Context: an optimization exercise on an open-source flow, tuned for small area. The choices shown serve that exercise and are no tape-out recipe. No run shown here included a check of the RTL's function; only the layout flow was run.

--- flow/config.mk ---
export PLATFORM = sky130hd
export DESIGN_NAME = cordic_pipeline_rtl
export DESIGN_NICKNAME = cordic_pipeline_rtl
export VERILOG_FILES = /design/flow/design.v
export SDC_FILE = /design/flow/constraint.sdc
export NUM_CORES = 4
export LEC_CHECK = 0
export ABC_AREA = 1
export CAP_MARGIN = 0
export CORE_MARGIN = 2
export CORE_UTILIZATION = 60
export GPL_TIMING_DRIVEN = 0
export SLEW_MARGIN = 0
--- flow/constraint.sdc ---
create_clock -name core_clock -period 4.5 [get_ports {clock}]
set_input_delay 0.9000 -clock core_clock [delete_from_list [all_inputs] [get_ports {clock}]]
set_output_delay 0.9000 -clock core_clock [all_outputs]
set_load 0.01 [all_outputs]
--- flow/design.v ---
module cordic_pipeline_rtl( clock, reset, ce, angle_in, sin_out, cos_out, valid_out );
input clock, reset, ce;
input signed [11:0] angle_in;
output signed [11:0] sin_out, cos_out;
output valid_out;
reg [3:0] valid_cnt;
always @(posedge clock)
  if (reset == 1'b0) valid_cnt <= 4'd15;
  else if (ce && valid_cnt != 4'd0) valid_cnt <= valid_cnt - 4'd1;
assign valid_out = (valid_cnt == 4'd0);
wire sg_1 = angle_in[11];
wire [10:0] u_2 = angle_in[10:0] ^ {11{sg_1}};
wire e_3 = (u_2 >= 11'd804);
wire e_4 = e_3 ? (u_2 >= 11'd1279) : (u_2 >= 11'd329);
wire e_5 = e_3 ? (e_4 ? (u_2 >= 11'd1530) : (u_2 >= 11'd1028)) : (e_4 ? (u_2 >= 11'd580) : (u_2 >= 11'd78));
wire [13:0] E_6 = {sg_1, e_3, e_4, e_5, u_2[9:0]};
reg [13:0] l1_e;
wire [10:0] d_7;
reg [9:0] k_8;
always @* case ({l1_e[12],l1_e[11],l1_e[10]})
  3'd0: k_8 = 10'd177;
  3'd1: k_8 = 10'd947;
  3'd2: k_8 = 10'd699;
  3'd3: k_8 = 10'd445;
  3'd4: k_8 = 10'd251;
  3'd5: k_8 = 10'd1021;
  3'd6: k_8 = 10'd773;
  3'd7: k_8 = 10'd519;
  default: k_8 = 10'd0;
endcase
wire [9:0] w_9 = l1_e[9:0] + k_8;
wire [6:0] sv_10 = (|w_9[9:8]) ? 7'd127 : w_9[7:1];
assign d_7[0] = ~l1_e[13];
assign d_7[1] = l1_e[12] ^ l1_e[13];
assign d_7[2] = l1_e[11] ^ l1_e[13];
assign d_7[3] = l1_e[10] ^ l1_e[13];
assign d_7[4] = sv_10[6] ^ l1_e[13];
assign d_7[5] = sv_10[5] ^ l1_e[13];
assign d_7[6] = sv_10[4] ^ l1_e[13];
assign d_7[7] = sv_10[3] ^ l1_e[13];
assign d_7[8] = sv_10[2] ^ l1_e[13];
assign d_7[9] = sv_10[1] ^ l1_e[13];
assign d_7[10] = sv_10[0] ^ l1_e[13];
reg [10:0] l2_d;
reg [10:0] l3_d;
reg [10:0] l4_d;
reg [10:0] l5_d;
reg [10:0] l6_d;
reg [10:0] l7_d;
reg [10:0] l8_d;
reg [10:0] l9_d;
reg signed [11:0] x_11, y_12;
always @* case (l9_d[4:0])
  5'd0: begin x_11 = 12'hf47; y_12 = 12'h975; end
  5'd1: begin x_11 = 12'h68b; y_12 = 12'hf47; end
  5'd2: begin x_11 = 12'h4cd; y_12 = 12'hb7f; end
  5'd3: begin x_11 = 12'h481; y_12 = 12'h4cd; end
  5'd4: begin x_11 = 12'h271; y_12 = 12'h9e3; end
  5'd5: begin x_11 = 12'h61d; y_12 = 12'h271; end
  5'd6: begin x_11 = 12'h65b; y_12 = 12'he49; end
  5'd7: begin x_11 = 12'h1b7; y_12 = 12'h65b; end
  5'd8: begin x_11 = 12'h0e9; y_12 = 12'h97b; end
  5'd9: begin x_11 = 12'h685; y_12 = 12'h0e9; end
  5'd10: begin x_11 = 12'h5c3; y_12 = 12'hcd1; end
  5'd11: begin x_11 = 12'h32f; y_12 = 12'h5c3; end
  5'd12: begin x_11 = 12'h3df; y_12 = 12'haad; end
  5'd13: begin x_11 = 12'h553; y_12 = 12'h3df; end
  5'd14: begin x_11 = 12'h695; y_12 = 12'hfe7; end
  5'd15: begin x_11 = 12'h019; y_12 = 12'h695; end
  5'd16: begin x_11 = 12'h019; y_12 = 12'h96b; end
  5'd17: begin x_11 = 12'h695; y_12 = 12'h019; end
  5'd18: begin x_11 = 12'h553; y_12 = 12'hc21; end
  5'd19: begin x_11 = 12'h3df; y_12 = 12'h553; end
  5'd20: begin x_11 = 12'h32f; y_12 = 12'ha3d; end
  5'd21: begin x_11 = 12'h5c3; y_12 = 12'h32f; end
  5'd22: begin x_11 = 12'h685; y_12 = 12'hf17; end
  5'd23: begin x_11 = 12'h0e9; y_12 = 12'h685; end
  5'd24: begin x_11 = 12'h1b7; y_12 = 12'h9a5; end
  5'd25: begin x_11 = 12'h65b; y_12 = 12'h1b7; end
  5'd26: begin x_11 = 12'h61d; y_12 = 12'hd8f; end
  5'd27: begin x_11 = 12'h271; y_12 = 12'h61d; end
  5'd28: begin x_11 = 12'h481; y_12 = 12'hb33; end
  5'd29: begin x_11 = 12'h4cd; y_12 = 12'h481; end
  5'd30: begin x_11 = 12'h68b; y_12 = 12'h0b9; end
  5'd31: begin x_11 = 12'hf47; y_12 = 12'h68b; end
  default: begin x_11 = 12'h000; y_12 = 12'h000; end
endcase
wire signed [11:0] sy_x_13 = y_12 >>> 5;
wire signed [11:0] sx_x_13 = x_11 >>> 5;
wire tx_15_m = l9_d[5];
wire [6:0] tx_15_b = y_12[11:5] ^ {7{tx_15_m}};
wire [7:0] tx_15_cc;
wire [6:0] tx_15_lo;
assign tx_15_cc[0] = tx_15_m;
assign tx_15_lo = x_11[6:0] ^ tx_15_b ^ tx_15_cc[6:0];
assign tx_15_cc[7:1] = (x_11[6:0] & tx_15_b) | (x_11[6:0] & tx_15_cc[6:0]) | (tx_15_b & tx_15_cc[6:0]);
wire tx_15_sg = y_12[11] ^ tx_15_m;
wire [4:0] tx_15_hi = tx_15_sg ? (tx_15_cc[7] ? x_11[11:7] : x_11[11:7] - 1'b1) : (tx_15_cc[7] ? x_11[11:7] + 1'b1 : x_11[11:7]);
wire [12:0] tx_15 = {tx_15_hi, tx_15_lo, 1'b0};
wire ty_16_m = ~l9_d[5];
wire [6:0] ty_16_b = x_11[11:5] ^ {7{ty_16_m}};
wire [7:0] ty_16_cc;
wire [6:0] ty_16_lo;
assign ty_16_cc[0] = ty_16_m;
assign ty_16_lo = y_12[6:0] ^ ty_16_b ^ ty_16_cc[6:0];
assign ty_16_cc[7:1] = (y_12[6:0] & ty_16_b) | (y_12[6:0] & ty_16_cc[6:0]) | (ty_16_b & ty_16_cc[6:0]);
wire ty_16_sg = x_11[11] ^ ty_16_m;
wire [4:0] ty_16_hi = ty_16_sg ? (ty_16_cc[7] ? y_12[11:7] : y_12[11:7] - 1'b1) : (ty_16_cc[7] ? y_12[11:7] + 1'b1 : y_12[11:7]);
wire [12:0] ty_16 = {ty_16_hi, ty_16_lo, 1'b0};
wire signed [11:0] x_13 = tx_15[12:1];
wire signed [11:0] y_14 = ty_16[12:1];
reg signed [11:0] l10_x;
reg signed [11:0] l10_y;
reg [10:6] l10_d;
wire [10:0] dw_17 = {l10_d, 6'd0};
wire signed [11:0] sy_x_18 = l10_y >>> 6;
wire signed [11:0] sx_x_18 = l10_x >>> 6;
wire tx_20_m = dw_17[6];
wire [5:0] tx_20_b = l10_y[11:6] ^ {6{tx_20_m}};
wire [6:0] tx_20_cc;
wire [5:0] tx_20_lo;
assign tx_20_cc[0] = tx_20_m;
assign tx_20_lo = l10_x[5:0] ^ tx_20_b ^ tx_20_cc[5:0];
assign tx_20_cc[6:1] = (l10_x[5:0] & tx_20_b) | (l10_x[5:0] & tx_20_cc[5:0]) | (tx_20_b & tx_20_cc[5:0]);
wire tx_20_sg = l10_y[11] ^ tx_20_m;
wire [5:0] tx_20_hi = tx_20_sg ? (tx_20_cc[6] ? l10_x[11:6] : l10_x[11:6] - 1'b1) : (tx_20_cc[6] ? l10_x[11:6] + 1'b1 : l10_x[11:6]);
wire [12:0] tx_20 = {tx_20_hi, tx_20_lo, 1'b0};
wire ty_21_m = ~dw_17[6];
wire [5:0] ty_21_b = l10_x[11:6] ^ {6{ty_21_m}};
wire [6:0] ty_21_cc;
wire [5:0] ty_21_lo;
assign ty_21_cc[0] = ty_21_m;
assign ty_21_lo = l10_y[5:0] ^ ty_21_b ^ ty_21_cc[5:0];
assign ty_21_cc[6:1] = (l10_y[5:0] & ty_21_b) | (l10_y[5:0] & ty_21_cc[5:0]) | (ty_21_b & ty_21_cc[5:0]);
wire ty_21_sg = l10_x[11] ^ ty_21_m;
wire [5:0] ty_21_hi = ty_21_sg ? (ty_21_cc[6] ? l10_y[11:6] : l10_y[11:6] - 1'b1) : (ty_21_cc[6] ? l10_y[11:6] + 1'b1 : l10_y[11:6]);
wire [12:0] ty_21 = {ty_21_hi, ty_21_lo, 1'b0};
wire signed [11:0] x_18 = tx_20[12:1];
wire signed [11:0] y_19 = ty_21[12:1];
reg signed [11:0] l11_x;
reg signed [11:0] l11_y;
reg [10:7] l11_d;
wire [10:0] dw_22 = {l11_d, 7'd0};
wire signed [11:0] sy_x_23 = l11_y >>> 7;
wire signed [11:0] sx_x_23 = l11_x >>> 7;
wire tx_25_m = dw_22[7];
wire [4:0] tx_25_b = l11_y[11:7] ^ {5{tx_25_m}};
wire [5:0] tx_25_cc;
wire [4:0] tx_25_lo;
assign tx_25_cc[0] = tx_25_m;
assign tx_25_lo = l11_x[4:0] ^ tx_25_b ^ tx_25_cc[4:0];
assign tx_25_cc[5:1] = (l11_x[4:0] & tx_25_b) | (l11_x[4:0] & tx_25_cc[4:0]) | (tx_25_b & tx_25_cc[4:0]);
wire tx_25_sg = l11_y[11] ^ tx_25_m;
wire [6:0] tx_25_hi = tx_25_sg ? (tx_25_cc[5] ? l11_x[11:5] : l11_x[11:5] - 1'b1) : (tx_25_cc[5] ? l11_x[11:5] + 1'b1 : l11_x[11:5]);
wire [12:0] tx_25 = {tx_25_hi, tx_25_lo, 1'b0};
wire ty_26_m = ~dw_22[7];
wire [4:0] ty_26_b = l11_x[11:7] ^ {5{ty_26_m}};
wire [5:0] ty_26_cc;
wire [4:0] ty_26_lo;
assign ty_26_cc[0] = ty_26_m;
assign ty_26_lo = l11_y[4:0] ^ ty_26_b ^ ty_26_cc[4:0];
assign ty_26_cc[5:1] = (l11_y[4:0] & ty_26_b) | (l11_y[4:0] & ty_26_cc[4:0]) | (ty_26_b & ty_26_cc[4:0]);
wire ty_26_sg = l11_x[11] ^ ty_26_m;
wire [6:0] ty_26_hi = ty_26_sg ? (ty_26_cc[5] ? l11_y[11:5] : l11_y[11:5] - 1'b1) : (ty_26_cc[5] ? l11_y[11:5] + 1'b1 : l11_y[11:5]);
wire [12:0] ty_26 = {ty_26_hi, ty_26_lo, 1'b0};
wire signed [11:0] x_23 = tx_25[12:1];
wire signed [11:0] y_24 = ty_26[12:1];
reg signed [11:0] l12_x;
reg signed [11:0] l12_y;
reg [10:8] l12_d;
wire [10:0] dw_27 = {l12_d, 8'd0};
wire signed [11:0] sy_x_28 = l12_y >>> 8;
wire signed [11:0] sx_x_28 = l12_x >>> 8;
wire tx_30_m = dw_27[8];
wire [3:0] tx_30_b = l12_y[11:8] ^ {4{tx_30_m}};
wire [4:0] tx_30_cc;
wire [3:0] tx_30_lo;
assign tx_30_cc[0] = tx_30_m;
assign tx_30_lo = l12_x[3:0] ^ tx_30_b ^ tx_30_cc[3:0];
assign tx_30_cc[4:1] = (l12_x[3:0] & tx_30_b) | (l12_x[3:0] & tx_30_cc[3:0]) | (tx_30_b & tx_30_cc[3:0]);
wire tx_30_sg = l12_y[11] ^ tx_30_m;
wire [7:0] tx_30_hi = tx_30_sg ? (tx_30_cc[4] ? l12_x[11:4] : l12_x[11:4] - 1'b1) : (tx_30_cc[4] ? l12_x[11:4] + 1'b1 : l12_x[11:4]);
wire [12:0] tx_30 = {tx_30_hi, tx_30_lo, 1'b0};
wire ty_31_m = ~dw_27[8];
wire [3:0] ty_31_b = l12_x[11:8] ^ {4{ty_31_m}};
wire [4:0] ty_31_cc;
wire [3:0] ty_31_lo;
assign ty_31_cc[0] = ty_31_m;
assign ty_31_lo = l12_y[3:0] ^ ty_31_b ^ ty_31_cc[3:0];
assign ty_31_cc[4:1] = (l12_y[3:0] & ty_31_b) | (l12_y[3:0] & ty_31_cc[3:0]) | (ty_31_b & ty_31_cc[3:0]);
wire ty_31_sg = l12_x[11] ^ ty_31_m;
wire [7:0] ty_31_hi = ty_31_sg ? (ty_31_cc[4] ? l12_y[11:4] : l12_y[11:4] - 1'b1) : (ty_31_cc[4] ? l12_y[11:4] + 1'b1 : l12_y[11:4]);
wire [12:0] ty_31 = {ty_31_hi, ty_31_lo, 1'b0};
wire signed [11:0] x_28 = tx_30[12:1];
wire signed [11:0] y_29 = ty_31[12:1];
reg signed [11:0] l13_x;
reg signed [11:0] l13_y;
reg [10:9] l13_d;
wire [10:0] dw_32 = {l13_d, 9'd0};
wire signed [11:0] sy_x_33 = l13_y >>> 9;
wire signed [11:0] sx_x_33 = l13_x >>> 9;
wire tx_35_m = dw_32[9];
wire [2:0] tx_35_b = l13_y[11:9] ^ {3{tx_35_m}};
wire [3:0] tx_35_cc;
wire [2:0] tx_35_lo;
assign tx_35_cc[0] = tx_35_m;
assign tx_35_lo = l13_x[2:0] ^ tx_35_b ^ tx_35_cc[2:0];
assign tx_35_cc[3:1] = (l13_x[2:0] & tx_35_b) | (l13_x[2:0] & tx_35_cc[2:0]) | (tx_35_b & tx_35_cc[2:0]);
wire tx_35_sg = l13_y[11] ^ tx_35_m;
wire [8:0] tx_35_hi = tx_35_sg ? (tx_35_cc[3] ? l13_x[11:3] : l13_x[11:3] - 1'b1) : (tx_35_cc[3] ? l13_x[11:3] + 1'b1 : l13_x[11:3]);
wire [12:0] tx_35 = {tx_35_hi, tx_35_lo, 1'b0};
wire ty_36_m = ~dw_32[9];
wire [2:0] ty_36_b = l13_x[11:9] ^ {3{ty_36_m}};
wire [3:0] ty_36_cc;
wire [2:0] ty_36_lo;
assign ty_36_cc[0] = ty_36_m;
assign ty_36_lo = l13_y[2:0] ^ ty_36_b ^ ty_36_cc[2:0];
assign ty_36_cc[3:1] = (l13_y[2:0] & ty_36_b) | (l13_y[2:0] & ty_36_cc[2:0]) | (ty_36_b & ty_36_cc[2:0]);
wire ty_36_sg = l13_x[11] ^ ty_36_m;
wire [8:0] ty_36_hi = ty_36_sg ? (ty_36_cc[3] ? l13_y[11:3] : l13_y[11:3] - 1'b1) : (ty_36_cc[3] ? l13_y[11:3] + 1'b1 : l13_y[11:3]);
wire [12:0] ty_36 = {ty_36_hi, ty_36_lo, 1'b0};
wire signed [11:0] x_33 = tx_35[12:1];
wire signed [11:0] y_34 = ty_36[12:1];
wire signed [11:0] sy_x_37 = y_34 >>> 10;
wire signed [11:0] sx_x_37 = x_33 >>> 10;
wire tx_39_m = dw_32[10];
wire [1:0] tx_39_b = y_34[11:10] ^ {2{tx_39_m}};
wire [2:0] tx_39_cc;
wire [1:0] tx_39_lo;
assign tx_39_cc[0] = tx_39_m;
assign tx_39_lo = x_33[1:0] ^ tx_39_b ^ tx_39_cc[1:0];
assign tx_39_cc[2:1] = (x_33[1:0] & tx_39_b) | (x_33[1:0] & tx_39_cc[1:0]) | (tx_39_b & tx_39_cc[1:0]);
wire tx_39_sg = y_34[11] ^ tx_39_m;
wire [9:0] tx_39_hi = tx_39_sg ? (tx_39_cc[2] ? x_33[11:2] : x_33[11:2] - 1'b1) : (tx_39_cc[2] ? x_33[11:2] + 1'b1 : x_33[11:2]);
wire [12:0] tx_39 = {tx_39_hi, tx_39_lo, 1'b0};
wire ty_40_m = ~dw_32[10];
wire [1:0] ty_40_b = x_33[11:10] ^ {2{ty_40_m}};
wire [2:0] ty_40_cc;
wire [1:0] ty_40_lo;
assign ty_40_cc[0] = ty_40_m;
assign ty_40_lo = y_34[1:0] ^ ty_40_b ^ ty_40_cc[1:0];
assign ty_40_cc[2:1] = (y_34[1:0] & ty_40_b) | (y_34[1:0] & ty_40_cc[1:0]) | (ty_40_b & ty_40_cc[1:0]);
wire ty_40_sg = x_33[11] ^ ty_40_m;
wire [9:0] ty_40_hi = ty_40_sg ? (ty_40_cc[2] ? y_34[11:2] : y_34[11:2] - 1'b1) : (ty_40_cc[2] ? y_34[11:2] + 1'b1 : y_34[11:2]);
wire [12:0] ty_40 = {ty_40_hi, ty_40_lo, 1'b0};
wire signed [11:0] x_37 = tx_39[12:1];
wire signed [11:0] y_38 = ty_40[12:1];
reg signed [11:0] l14_x;
reg signed [11:0] l14_y;
wire signed [23:0] ex_41 = l14_x;
wire signed [23:0] px_42 = ex_41 - (ex_41<<<2) + (ex_41<<<4) - (ex_41<<<5) + (ex_41<<<7) + (ex_41<<<9);
wire signed [11:0] rx_43 = px_42[21:10];
wire signed [23:0] ey_44 = l14_y;
wire signed [23:0] py_45 = ey_44 - (ey_44<<<2) + (ey_44<<<4) - (ey_44<<<5) + (ey_44<<<7) + (ey_44<<<9);
wire signed [11:0] ry_46 = py_45[21:10];
reg signed [11:0] l15_c;
reg signed [11:0] l15_s;
assign cos_out = l15_c;
assign sin_out = l15_s;
always @(posedge clock)
  if (ce) begin
    l1_e <= E_6;
    l2_d <= d_7;
    l3_d <= l2_d;
    l4_d <= l3_d;
    l5_d <= l4_d;
    l6_d <= l5_d;
    l7_d <= l6_d;
    l8_d <= l7_d;
    l9_d <= l8_d;
    l10_x <= x_13;
    l10_y <= y_14;
    l10_d <= l9_d[10:6];
    l11_x <= x_18;
    l11_y <= y_19;
    l11_d <= dw_17[10:7];
    l12_x <= x_23;
    l12_y <= y_24;
    l12_d <= dw_22[10:8];
    l13_x <= x_28;
    l13_y <= y_29;
    l13_d <= dw_27[10:9];
    l14_x <= x_37;
    l14_y <= y_38;
    l15_c <= rx_43;
    l15_s <= ry_46;
  end
endmodule
--- flow/run.sh ---
#!/bin/bash
# synth_recipe.tcl (not shown) runs the flow's synth.tcl, then flattens the netlist and writes it again
# the make line also repeats each setting of config.mk as NAME=value (left out here)
make -C /OpenROAD-flow-scripts/flow DESIGN_CONFIG=/design/flow/config.mk WORK_HOME=/design/flow/orfs CLKGATE_MAP_FILE= SYNTH_SCRIPT=/design/flow/synth_recipe.tcl finish
==> results.sh, run 1 <==
export IMPL_syn_instance_count=2089
export IMPL_tightest_slew_ns=0.994
export IMPL_final_area_um2=21900
export IMPL_grtUsageMet2_pct=41.5
export IMPL_ys_ff_latch=293
export IMPL_end_kind="flop"
export IMPL_die_h_um=186
export IMPL_root_buffer="clkbuf_16"
export IMPL_first_iter_violations=593
export IMPL_fin_crit_ns=4.29
export IMPL_finalNonFillerCells=2635
export IMPL_endpoint="l10_y[10]$_DFFE_PP_"
export IMPL_area_growth_pct=10.4
export IMPL_status="finished clean"
export IMPL_setup_violations=0
export IMPL_syn_cell_area_um2=19900
export IMPL_cts_clk_slew_worst_paths_ns=0.06
export IMPL_cp_depth=14
export IMPL_period_share_pct=95.3
export IMPL_top_register="l1_e"
export IMPL_seq_area_frac_synth_pct=42.6
export IMPL_drive_above_1_share_pct=5.79
export IMPL_setup_tns_final_ns=0
export IMPL_relSlewSlack_pct=33.7
export IMPL_synth_top_cell_area_share_pct=39.3
export IMPL_r2r_end="l10_y[10]$_DFFE_PP_"
export IMPL_synth_top_cells_by_area="edfxtp_1, fa_1, nand2_1"
export IMPL_rsz0062_at_grt="true"
export IMPL_synth_fp_nets=2339
export IMPL_grt_max_degree=137
export IMPL_min_path_cells=0
export IMPL_wirelength_um=35900
export IMPL_rrSetupSlack_ns=0.21
export IMPL_antenna_cells=0
export IMPL_reg2reg_depth=14
export IMPL_slew_viol_final=0
export IMPL_skew_ns=0.0145
export IMPL_syn_area_per_cell_um2=9.52
export IMPL_cts_tree="done"
export IMPL_cts_buffers=34
export IMPL_grt_pass1_wl_um=60500
export IMPL_crit_type="flop to flop"
export IMPL_hold_viol_final=0
export IMPL_crit_slowest_cell="edfxtp_1"
export IMPL_reg2reg_from="l9_d[5]$_DFFE_PP_"
export IMPL_die_area_um2=34600
export IMPL_vias_per_cell=5.13
export IMPL_cts_htree_levels=2
export IMPL_fp_row_count=66
export IMPL_grt_pass1_vias=13284
export IMPL_track_usage_pct=21.6
export IMPL_timing_critical_path_mode_cell="fa_1"
export IMPL_port_buffers=39
export IMPL_core_um2=32600
export IMPL_synth_main_ff_cell="edfxtp_1"
export IMPL_slowest_delay_ns=0.48
export IMPL_cts_sinks=293
export IMPL_antenna_found_initial=0
export IMPL_drc=0
export IMPL_finish_utilization_pct=67.3
export IMPL_start_kind="flop"
export IMPL_arrival_ns=4.55
export IMPL_clockBufferDepth=3
export IMPL_synth_edf_count=260
export IMPL_crit_path_start="l9_d[5]$_DFFE_PP_"
export IMPL_synth_largest_area_cell="edfxtp_1"
export IMPL_async_flop_share_pct=0
export IMPL_synth_commonest_cells="nand2_1, inv_1, edfxtp_1"
export IMPL_cp_num_buf_inv=4
export IMPL_grt_use_met3_pct=2.70
export IMPL_postRouteAntennaNets=0
export IMPL_layout_nets=2418
export IMPL_crit_fanout=15
export IMPL_min_path_type="flop to flop"
export IMPL_dieWidth_um=186
export IMPL_clock_latency_ns=0.51
export IMPL_postCtsHoldBufs=0
export IMPL_use_met1_pct=25.2
export IMPL_largest_reg_flops=14
export IMPL_busiest_layer="met2"
export IMPL_drt_pass1_iterations=5
export IMPL_initial_core_util_pct=60.9
export IMPL_dpl_cell_count=2571
export IMPL_grt_overflow_total=0
export IMPL_max_cap_viol_count=0
export IMPL_fmax_ghz=0.233
export IMPL_cp_cell_sequence="clkbuf_4, xnor2_1, fa_1, fa_1, inv_1, fa_1, fa_1, fa_1, fa_1, inv_1, nand2_1, o41ai_1, xor2_1, inv_1"
export IMPL_wl_per_cell_um=13.6
export IMPL_worstPathRequired_ns=4.76
export IMPL_synth_cell_types=52
export IMPL_vias=13525
export IMPL_placed_cell_area_um2=20900
export IMPL_routabilityCongestion=0.894
export IMPL_synth_most_common_cell="nand2_1"
export IMPL_place_hpwl_um=27400
export IMPL_yosys_warnings=1
export IMPL_io_pins=40
export IMPL_cp_top_family="adder cells"
==> layout make-up <==
class                           count  area (um2)
Tap cell                          442         553
Clock buffer                       41         898
Clock inverter                     20         126
Inverter                          411        1540
Timing Repair Buffer               46         468
Sequential cell                   293        8470
Fill cell                        2552       10700
Buffer                             28         188
Multi-Input combinational cell   1354        9700
==> logic make-up after synthesis <==
group / share of synthesized area [%]
flops: 42.6
mux: 0.107
compound gates: 6.29
simple gates: 15.8
fa+ha+maj: 19.4
buf+inv: 8.73
xor+xnor: 7.07
==> per-stage QoR <==
stage / hold slack [ns] / setup slack [ns]
finish: 0.414 / 0.210
global route: 0.421 / -0.0751
CTS: 0.416 / 0.0413
detailed placement: 0.405 / -0.207
global placement: 0.401 / -8.08
floorplan: 0.400 / 0.430
==> worst min-delay path by stage <==
stage	slack, ns	to	start
2_1_floorplan	0.40	l10_d[10]$_DFFE_PP_	l9_d[10]$_DFFE_PP_
3_3_place_gp	0.40	l8_d[2]$_DFFE_PP_	l7_d[2]$_DFFE_PP_
3_5_place_dp	0.40	l13_d[9]$_DFFE_PP_	l12_d[9]$_DFFE_PP_
4_1_cts	0.42	l4_d[6]$_DFFE_PP_	l3_d[6]$_DFFE_PP_
5_1_grt	0.42	l4_d[10]$_DFFE_PP_	l3_d[10]$_DFFE_PP_
6_report	0.41	l7_d[0]$_DFFE_PP_	l6_d[0]$_DFFE_PP_
==> placed cells by master (no fill, tap or decap), drive strengths merged, types with 54 or more instances in the layout <==
cell,count
nand2,442
inv,411
xnor2,54
o21ai,88
fa,123
nor2,132
a21oi,64
xor2,104
edfxtp,260
nand3,106
ha,112
==> worst register-to-register path: stages, from the launching register on <==
cell	delay [ns]
edfxtp_1	0.48
clkbuf_4	0.30
xnor2_1	0.25
fa_1	0.23
fa_1	0.19
inv_1	0.06
fa_1	0.38
fa_1	0.42
fa_1	0.39
fa_1	0.44
inv_1	0.16
nand2_1	0.10
o41ai_1	0.43
xor2_1	0.17
inv_1	0.05
==> routing by layer <==
metal | vias up | share of wire [%]
met5 | - | 0
met4 | 0 | 2.3
met3 | 68 | 3.0
met2 | 202 | 53
met1 | 6373 | 42
li1 | 6882 | -
==> repair_timing <==
action / 4_1_cts / 5_1_grt
setup endpoints to repair: 4 / 17
setup buffers: 0 / 6
gates resized for setup: 1 / 13
pin swaps: 0 / 1
gates cloned: 0 / 0
==> run 2, diff against run 1 <==
--- a/flow/config.mk
+++ b/flow/config.mk
@@ -7,3 +7,2 @@
 export LEC_CHECK = 0
-export ABC_AREA = 1
 export CAP_MARGIN = 0
==> results.sh, run 2 <==
export IMPL_status="finished clean"
export IMPL_worstPathRequired_ns=4.74
export IMPL_wirelength_um=31400
export IMPL_dpl_cell_count=2086
export IMPL_period_share_pct=95.4
export IMPL_synth_top_cells_by_area="edfxtp_1, fa_1, ha_1"
export IMPL_vias=11537
export IMPL_setup_ws_ns=0.206
export IMPL_cts_sinks=293
export IMPL_layout_nets=1982
export IMPL_antenna_cells=0
export IMPL_cp_num_buf_inv=4
export IMPL_cts_clk_slew_worst_paths_ns=0.06
export IMPL_syn_instance_count=1646
export IMPL_top_register="l1_e"
export IMPL_seq_area_frac_synth_pct=44.7
export IMPL_setup_tns_final_ns=0
export IMPL_grt_use_met3_pct=2.63
export IMPL_die_area_um2=33000
export IMPL_root_buffer="clkbuf_16"
export IMPL_nFillCells=2342
export IMPL_place_hpwl_um=23200
export IMPL_final_common_cell="edfxtp_1"
export IMPL_core_um2=31300
export IMPL_clockBufferDepth=3
export IMPL_cts_tree="done"
export IMPL_synth_commonest_cells="edfxtp_1, inv_1, xnor2_1"
export IMPL_rrSetupSlack_ns=0.21
export IMPL_vias_per_cell=5.34
export IMPL_cp_depth=14
export IMPL_synth_main_ff_cell="edfxtp_1"
export IMPL_reg2reg_from="l14_x[3]$_DFFE_PP_"
export IMPL_syn_area_per_cell_um2=11.5
export IMPL_clock_latency_ns=0.50
export IMPL_synth_fp_nets=1896
export IMPL_drt_pass1_iterations=5
export IMPL_use_met1_pct=22.5
export IMPL_ys_ff_latch=293
export IMPL_wl_per_cell_um=14.5
export IMPL_fin_crit_ns=4.29
export IMPL_r2r_end="l15_c[10]$_DFFE_PP_"
export IMPL_postRouteAntennaNets=0
export IMPL_crit_path_start="l14_x[3]$_DFFE_PP_"
export IMPL_io_pins=40
export IMPL_final_area_um2=21200
export IMPL_routabilityCongestion=0.862
export IMPL_fp_row_count=65
export IMPL_preCtsSetupSlack_ns=-0.479
export IMPL_first_iter_violations=428
export IMPL_synth_largest_area_cell="edfxtp_1"
export IMPL_arrival_ns=4.54
export IMPL_finalNonFillerCells=2159
export IMPL_cp_top_family="adder cells"
export IMPL_slowest_delay_ns=0.56
export IMPL_busiest_layer="met2"
export IMPL_dieWidth_um=182
export IMPL_cp_cell_sequence="inv_1, fa_1, inv_1, fa_1, inv_1, fa_1, inv_1, ha_1, a211o_1, o31ai_4, a21oi_1, a21oi_2, o21bai_1, xor2_1"
export IMPL_grt_pass1_vias=11493
export IMPL_reg2reg_depth=14
export IMPL_fmax_ghz=0.233
export IMPL_grt_overflow_total=0
export IMPL_relSlewSlack_pct=29.1
export IMPL_tightest_slew_ns=1.03
export IMPL_min_path_cells=0
export IMPL_antenna_found_initial=0
export IMPL_final_cell_mix="edfxtp_1, inv_1, xnor2_1"
export IMPL_track_usage_pct=19.6
export IMPL_synth_edf_count=260
export IMPL_postCtsHoldBufs=0
export IMPL_syn_cell_area_um2=18900
export IMPL_end_kind="flop"
export IMPL_cts_buffers=34
export IMPL_grt_pass1_wl_um=53000
export IMPL_crit_slowest_cell="fa_1"
export IMPL_placed_cell_area_um2=19900
export IMPL_area_growth_pct=12.1
export IMPL_hold_viol_final=0
export IMPL_crit_fanout=4
export IMPL_drc=0
export IMPL_port_buffers=36
export IMPL_setup_violations=0
export IMPL_slew_viol_final=0
export IMPL_finish_utilization_pct=67.8
export IMPL_max_cap_viol_count=0
export IMPL_grtUsageMet2_pct=37.7
export IMPL_yosys_warnings=1
export IMPL_min_path_type="flop to flop"
export IMPL_synth_most_common_cell="edfxtp_1"
export IMPL_initial_core_util_pct=60.5
export IMPL_synth_top_cell_area_share_pct=41.2
export IMPL_largest_reg_flops=14
export IMPL_crit_type="flop to flop"
export IMPL_timing_critical_path_mode_cell="inv_1"
export IMPL_holdWs_ns=0.414
export IMPL_drive_above_1_share_pct=7.51
export IMPL_die_h_um=182
export IMPL_skew_ns=0.00794
export IMPL_start_kind="flop"
export IMPL_rsz0062_at_grt="false"
export IMPL_grt_max_degree=128
export IMPL_synth_cell_types=82
export IMPL_cts_htree_levels=2
export IMPL_async_flop_share_pct=0
export IMPL_endpoint="l15_c[10]$_DFFE_PP_"
run 2: cell types whose count changed after synthesis, moves of 21 or more:
cell      delta
nand2_1    -349
inv_1      -145
nand3_1     -94
xnor2_1     +75
o21ai_0     -37
xor2_1      -32
nor2_1      -31
clkbuf_1    +26
nor3_1      +22
mux2i_1     +21
run 2: cells by family after synthesis:
family                     after synthesis  synth area share (%)
DFF                                    293                  44.7
and+or+nand+nor                        352                  9.61
adders and majority gates              237                  20.5
AOI/OAI and AO/OA                      218                  7.57
muxes                                   31                  1.72
buffers and inverters                  313                  6.32
xor gates and xnor gates               202                  9.57
run 2: layout make-up:
cell class | count | area [um2] | area share (%)
clock inverters | 14 | 149 | 0.701
multi-input cells | 1040 | 9420 | 44.4
repair buffers | 56 | 556 | 2.62
inverters | 260 | 978 | 4.61
flip-flops and latches | 293 | 8470 | 39.9
plain buffers | 47 | 208 | 0.978
clock buffers | 47 | 952 | 4.48
well taps | 402 | 503 | 2.37
run 2: per-layer routing:
layer	vias to the layer above	share of wire, %
met3	65	2.8
li1	5782	-
met4	0	2.8
met5	-	0
met1	5557	41
met2	133	54
run 2: repair_timing:
| action | CTS | global route |
|---|---|---|
| hold endpoints to repair | 0 | 0 |
| endpoints found under the setup margin | 25 | 22 |
| setup buffers | 5 | 13 |
| resized for setup | 15 | 17 |
| pin swaps | 4 | 3 |
run 2: worst min-delay path by stage:
stage                       startpoint                   to
floorplan           l9_d[10]$_DFFE_PP_  l10_d[10]$_DFFE_PP_
global placement     l2_d[5]$_DFFE_PP_    l3_d[5]$_DFFE_PP_
detailed placement  l3_d[10]$_DFFE_PP_   l4_d[10]$_DFFE_PP_
CTS                  l4_d[8]$_DFFE_PP_    l5_d[8]$_DFFE_PP_
global route         l4_d[8]$_DFFE_PP_    l5_d[8]$_DFFE_PP_
finish               l8_d[7]$_DFFE_PP_    l9_d[7]$_DFFE_PP_
==> run 3, diff against run 2 <==
--- a/flow/design.v
+++ b/flow/design.v
@@ -18,14 +18,3 @@
 wire [10:0] d_7;
-reg [9:0] k_8;
-always @* case ({l1_e[12],l1_e[11],l1_e[10]})
-  3'd0: k_8 = 10'd177;
-  3'd1: k_8 = 10'd947;
-  3'd2: k_8 = 10'd699;
-  3'd3: k_8 = 10'd445;
-  3'd4: k_8 = 10'd251;
-  3'd5: k_8 = 10'd1021;
-  3'd6: k_8 = 10'd773;
-  3'd7: k_8 = 10'd519;
-  default: k_8 = 10'd0;
-endcase
+wire [9:0] k_8 = (l1_e[12] ? (l1_e[11] ? (l1_e[10] ? 10'h207 : 10'h305) : (l1_e[10] ? 10'h3fd : 10'hfb)) : (l1_e[11] ? (l1_e[10] ? 10'h1bd : 10'h2bb) : (l1_e[10] ? 10'h3b3 : 10'hb1)));
 wire [9:0] w_9 = l1_e[9:0] + k_8;
@@ -51,38 +40,4 @@
 reg [10:0] l9_d;
-reg signed [11:0] x_11, y_12;
-always @* case (l9_d[4:0])
-  5'd0: begin x_11 = 12'hf47; y_12 = 12'h975; end
-  5'd1: begin x_11 = 12'h68b; y_12 = 12'hf47; end
-  5'd2: begin x_11 = 12'h4cd; y_12 = 12'hb7f; end
-  5'd3: begin x_11 = 12'h481; y_12 = 12'h4cd; end
-  5'd4: begin x_11 = 12'h271; y_12 = 12'h9e3; end
-  5'd5: begin x_11 = 12'h61d; y_12 = 12'h271; end
-  5'd6: begin x_11 = 12'h65b; y_12 = 12'he49; end
-  5'd7: begin x_11 = 12'h1b7; y_12 = 12'h65b; end
-  5'd8: begin x_11 = 12'h0e9; y_12 = 12'h97b; end
-  5'd9: begin x_11 = 12'h685; y_12 = 12'h0e9; end
-  5'd10: begin x_11 = 12'h5c3; y_12 = 12'hcd1; end
-  5'd11: begin x_11 = 12'h32f; y_12 = 12'h5c3; end
-  5'd12: begin x_11 = 12'h3df; y_12 = 12'haad; end
-  5'd13: begin x_11 = 12'h553; y_12 = 12'h3df; end
-  5'd14: begin x_11 = 12'h695; y_12 = 12'hfe7; end
-  5'd15: begin x_11 = 12'h019; y_12 = 12'h695; end
-  5'd16: begin x_11 = 12'h019; y_12 = 12'h96b; end
-  5'd17: begin x_11 = 12'h695; y_12 = 12'h019; end
-  5'd18: begin x_11 = 12'h553; y_12 = 12'hc21; end
-  5'd19: begin x_11 = 12'h3df; y_12 = 12'h553; end
-  5'd20: begin x_11 = 12'h32f; y_12 = 12'ha3d; end
-  5'd21: begin x_11 = 12'h5c3; y_12 = 12'h32f; end
-  5'd22: begin x_11 = 12'h685; y_12 = 12'hf17; end
-  5'd23: begin x_11 = 12'h0e9; y_12 = 12'h685; end
-  5'd24: begin x_11 = 12'h1b7; y_12 = 12'h9a5; end
-  5'd25: begin x_11 = 12'h65b; y_12 = 12'h1b7; end
-  5'd26: begin x_11 = 12'h61d; y_12 = 12'hd8f; end
-  5'd27: begin x_11 = 12'h271; y_12 = 12'h61d; end
-  5'd28: begin x_11 = 12'h481; y_12 = 12'hb33; end
-  5'd29: begin x_11 = 12'h4cd; y_12 = 12'h481; end
-  5'd30: begin x_11 = 12'h68b; y_12 = 12'h0b9; end
-  5'd31: begin x_11 = 12'hf47; y_12 = 12'h68b; end
-  default: begin x_11 = 12'h000; y_12 = 12'h000; end
-endcase
+wire signed [11:0] x_11 = (l9_d[4] ? (l9_d[3] ? (l9_d[2] ? (l9_d[1] ? (l9_d[0] ? 12'hf47 : 12'h68b) : (l9_d[0] ? 12'h4cd : 12'h481)) : (l9_d[1] ? (l9_d[0] ? 12'h271 : 12'h61d) : (l9_d[0] ? 12'h65b : 12'h1b7))) : (l9_d[2] ? (l9_d[1] ? (l9_d[0] ? 12'he9 : 12'h685) : (l9_d[0] ? 12'h5c3 : 12'h32f)) : (l9_d[1] ? (l9_d[0] ? 12'h3df : 12'h553) : (l9_d[0] ? 12'h695 : 12'h19)))) : (l9_d[3] ? (l9_d[2] ? (l9_d[1] ? (l9_d[0] ? 12'h19 : 12'h695) : (l9_d[0] ? 12'h553 : 12'h3df)) : (l9_d[1] ? (l9_d[0] ? 12'h32f : 12'h5c3) : (l9_d[0] ? 12'h685 : 12'he9))) : (l9_d[2] ? (l9_d[1] ? (l9_d[0] ? 12'h1b7 : 12'h65b) : (l9_d[0] ? 12'h61d : 12'h271)) : (l9_d[1] ? (l9_d[0] ? 12'h481 : 12'h4cd) : (l9_d[0] ? 12'h68b : 12'hf47)))));
+wire signed [11:0] y_12 = (l9_d[4] ? (l9_d[3] ? (l9_d[2] ? (l9_d[1] ? (l9_d[0] ? 12'h68b : 12'hb9) : (l9_d[0] ? 12'h481 : 12'hb33)) : (l9_d[1] ? (l9_d[0] ? 12'h61d : 12'hd8f) : (l9_d[0] ? 12'h1b7 : 12'h9a5))) : (l9_d[2] ? (l9_d[1] ? (l9_d[0] ? 12'h685 : 12'hf17) : (l9_d[0] ? 12'h32f : 12'ha3d)) : (l9_d[1] ? (l9_d[0] ? 12'h553 : 12'hc21) : (l9_d[0] ? 12'h19 : 12'h96b)))) : (l9_d[3] ? (l9_d[2] ? (l9_d[1] ? (l9_d[0] ? 12'h695 : 12'hfe7) : (l9_d[0] ? 12'h3df : 12'haad)) : (l9_d[1] ? (l9_d[0] ? 12'h5c3 : 12'hcd1) : (l9_d[0] ? 12'he9 : 12'h97b))) : (l9_d[2] ? (l9_d[1] ? (l9_d[0] ? 12'h65b : 12'he49) : (l9_d[0] ? 12'h271 : 12'h9e3)) : (l9_d[1] ? (l9_d[0] ? 12'h4cd : 12'hb7f) : (l9_d[0] ? 12'hf47 : 12'h975)))));
 wire signed [11:0] sy_x_13 = y_12 >>> 5;
==> results.sh, run 3 <==
export IMPL_syn_area_per_cell_um2=11.9
export IMPL_area_growth_pct=13.4
export IMPL_io_pins=40
export IMPL_synth_edf_count=260
export IMPL_core_um2=29700
export IMPL_min_path_cells=0
export IMPL_antenna_cells=0
export IMPL_antenna_found_initial=0
export IMPL_synth_top_cell_area_share_pct=43.1
export IMPL_grt_max_degree=110
export IMPL_top_register="l1_e"
export IMPL_synth_commonest_cells="edfxtp_1, inv_1, xnor2_1"
export IMPL_reg2reg_depth=17
export IMPL_wirelength_um=30600
export IMPL_cp_num_buf_inv=5
export IMPL_synth_fp_nets=1777
export IMPL_dieWidth_um=178
export IMPL_layout_nets=1878
export IMPL_syn_instance_count=1521
export IMPL_nFillCells=2205
export IMPL_place_hpwl_um=22500
export IMPL_slew_viol_final=0
export IMPL_start_kind="flop"
export IMPL_fin_crit_ns=4.50
export IMPL_highest_signal_layer="met4"
export IMPL_ys_ff_latch=264
export IMPL_min_path_type="flop to flop"
export IMPL_holdWs_ns=0.415
export IMPL_cts_tree="done"
export IMPL_final_common_cell="edfxtp_1"
export IMPL_largest_reg_flops=14
export IMPL_slowest_delay_ns=0.59
export IMPL_tightest_slew_ns=0.892
export IMPL_skew_ns=0.0198
export IMPL_endpoint="l14_y[10]$_DFFE_PP_"
export IMPL_max_cap_viol_count=0
export IMPL_cts_clk_slew_worst_paths_ns=0.07
export IMPL_final_cell_mix="edfxtp_1, inv_1, xnor2_1"
export IMPL_status="failed layout checks"
export IMPL_wl_met1_um=12700
export IMPL_yosys_warnings=1
export IMPL_cp_depth=17
export IMPL_r2r_end="l14_y[10]$_DFFE_PP_"
export IMPL_rsz0062_at_grt="true"
export IMPL_seq_area_frac_synth_pct=43.5
export IMPL_setup_ws_ns=-0.00360
export IMPL_cp_cell_sequence="buf_6, mux2i_4, fa_2, inv_2, fa_2, or4b_4, nor4_4, a21oi_2, xnor3_2, buf_6, inv_4, fa_2, buf_6, nand3b_1, or4_4, o32ai_4, xor2_1"
export IMPL_synth_main_ff_cell="edfxtp_1"
export IMPL_setup_tns_final_ns=-0.00360
export IMPL_drt_pass1_iterations=5
export IMPL_drc=0
export IMPL_first_iter_violations=579
export IMPL_postRouteAntennaNets=0
export IMPL_preCtsSetupSlack_ns=-0.756
export IMPL_finish_utilization_pct=69.2
export IMPL_wl_met2_um=16300
export IMPL_arrival_ns=4.79
export IMPL_vias_per_cell=5.49
export IMPL_initial_core_util_pct=61.0
export IMPL_cp_top_family="simple AND/OR/NAND/NOR gates"
export IMPL_crit_slowest_cell="or4b_4"
export IMPL_fmax_ghz=0.222
export IMPL_end_kind="flop"
export IMPL_synth_cell_types=83
export IMPL_crit_fanout=6
export IMPL_cts_htree_levels=1
export IMPL_port_buffers=33
export IMPL_fp_row_count=63
export IMPL_setup_violations=1
export IMPL_track_usage_pct=19.9
export IMPL_grt_overflow_total=0
export IMPL_async_flop_share_pct=0
export IMPL_syn_cell_area_um2=18100
export IMPL_crit_type="flop to flop"
export IMPL_vias=11164
export IMPL_rrSetupSlack_ns=-0.004
export IMPL_reg2reg_from="l13_d[9]$_DFFE_PP_"
export IMPL_clock_latency_ns=0.54
export IMPL_worstPathRequired_ns=4.79
export IMPL_grt_pass1_vias=11049
export IMPL_die_area_um2=31600
export IMPL_clockBufferDepth=3
export IMPL_relSlewSlack_pct=40.1
export IMPL_synth_largest_area_cell="edfxtp_1"
export IMPL_so_faults="negative setup slack"
export IMPL_grt_pass1_wl_um=51300
export IMPL_die_h_um=178
export IMPL_wl_met3_um=857
export IMPL_synth_top_cells_by_area="edfxtp_1, fa_1, ha_1"
export IMPL_drive_above_1_share_pct=11.5
export IMPL_cts_buffers=28
export IMPL_hold_viol_final=0
export IMPL_period_share_pct=100
export IMPL_routabilityCongestion=0.861
export IMPL_wl_per_cell_um=15.1
export IMPL_crit_path_start="l13_d[9]$_DFFE_PP_"
export IMPL_synth_most_common_cell="edfxtp_1"
export IMPL_root_buffer="clkbuf_16"
export IMPL_cts_sinks=264
-- run 3: per-stage QoR --
| step | cells | instance area, um2 |
|---|---|---|
| floorplan | 1521 | 18100 |
| global placement | 1944 | 18900 |
| detailed placement | 1946 | 19000 |
| CTS | 2005 | 20200 |
| global route | 2034 | 20600 |
| finish | 2034 | 20600 |
-- run 3: cell type report --
cell class	count	area (um2)	share of cell area [%]
inverters	175	678	3.30
repair buffers	75	688	3.35
clock buffers	31	712	3.46
flip-flops and latches	264	7890	38.4
well taps	390	488	2.37
plain buffers	44	254	1.24
multi-input cells	1034	9640	46.9
clock inverters	21	203	0.986
-- run 3: metal layers --
layer  vias to the layer above  track usage [%]
met5                         -                0
met3                        53             2.57
met1                      5391             23.8
met2                       157             37.0
li1                       5563                -
met4                         0             6.22
-- run 3: kinds of logic after synthesis --
logic type / after synthesis / synth area share (%)
xor+xnor: 206 / 10.3
fa+ha+maj: 246 / 22.0
flops: 264 / 43.5
simple gates: 334 / 9.51
compound gates: 230 / 8.65
mux: 18 / 1.16
buf+inv: 223 / 4.87
-- run 3: how the worst min path moves through the flow --
| stage | from | slack, ns | endpoint |
|---|---|---|---|
| final | l10_d[9]$_DFFE_PP_ | 0.42 | l11_d[9]$_DFFE_PP_ |
| after global routing | l4_d[8]$_DFFE_PP_ | 0.42 | l5_d[8]$_DFFE_PP_ |
| after CTS | l8_d[9]$_DFFE_PP_ | 0.42 | l9_d[9]$_DFFE_PP_ |
| after detailed placement | l5_d[7]$_DFFE_PP_ | 0.40 | l6_d[7]$_DFFE_PP_ |
| after global placement | l6_d[9]$_DFFE_PP_ | 0.40 | l7_d[9]$_DFFE_PP_ |
| after floorplan | l9_d[10]$_DFFE_PP_ | 0.40 | l10_d[10]$_DFFE_PP_ |
-- run 3: timing repair --
action                                  in CTS  in global routing
endpoints found under the setup margin      28                 26
buffers inserted                            11                 28
pin swaps                                    5                 24
resized for setup                           42                 49
gates cloned                                 0                  1
hold buffers                                 0                  0

-- re-timing with driven ports --
In the flow no input, the clock included, has a driving cell. The finished layouts below were timed again as built, in two steps. Step 1 sets driving cells, clkbuf_16 on the clock port and buf_2 on the other inputs (assumed; they add their load-dependent delay and slew). Step 2 times the ports against the registers' clock, not the clock port: input delays grow and output delays shrink by t, the midpoint of the rising clock arrivals with the driver on. a / b / c = ideal ports / drivers / drivers and shift; a / b = the first two.
| run | shift t [ns] | setup WS [ns] | worst slew at a driven data input, ns |
|---|---|---|---|
| run 1 | 0.555 | 0.210 / 0.210 / 0.210 | 0.05 |
| run 2 | 0.544 | 0.206 / 0.206 / 0.062 | 0.06 |
| run 3 | 0.582 | -0.004 / -0.004 / -0.004 | 0.05 |
The setup slack of run 2, which loses most, moves by 0.000 ns with the drivers and by -0.144 ns with both steps.
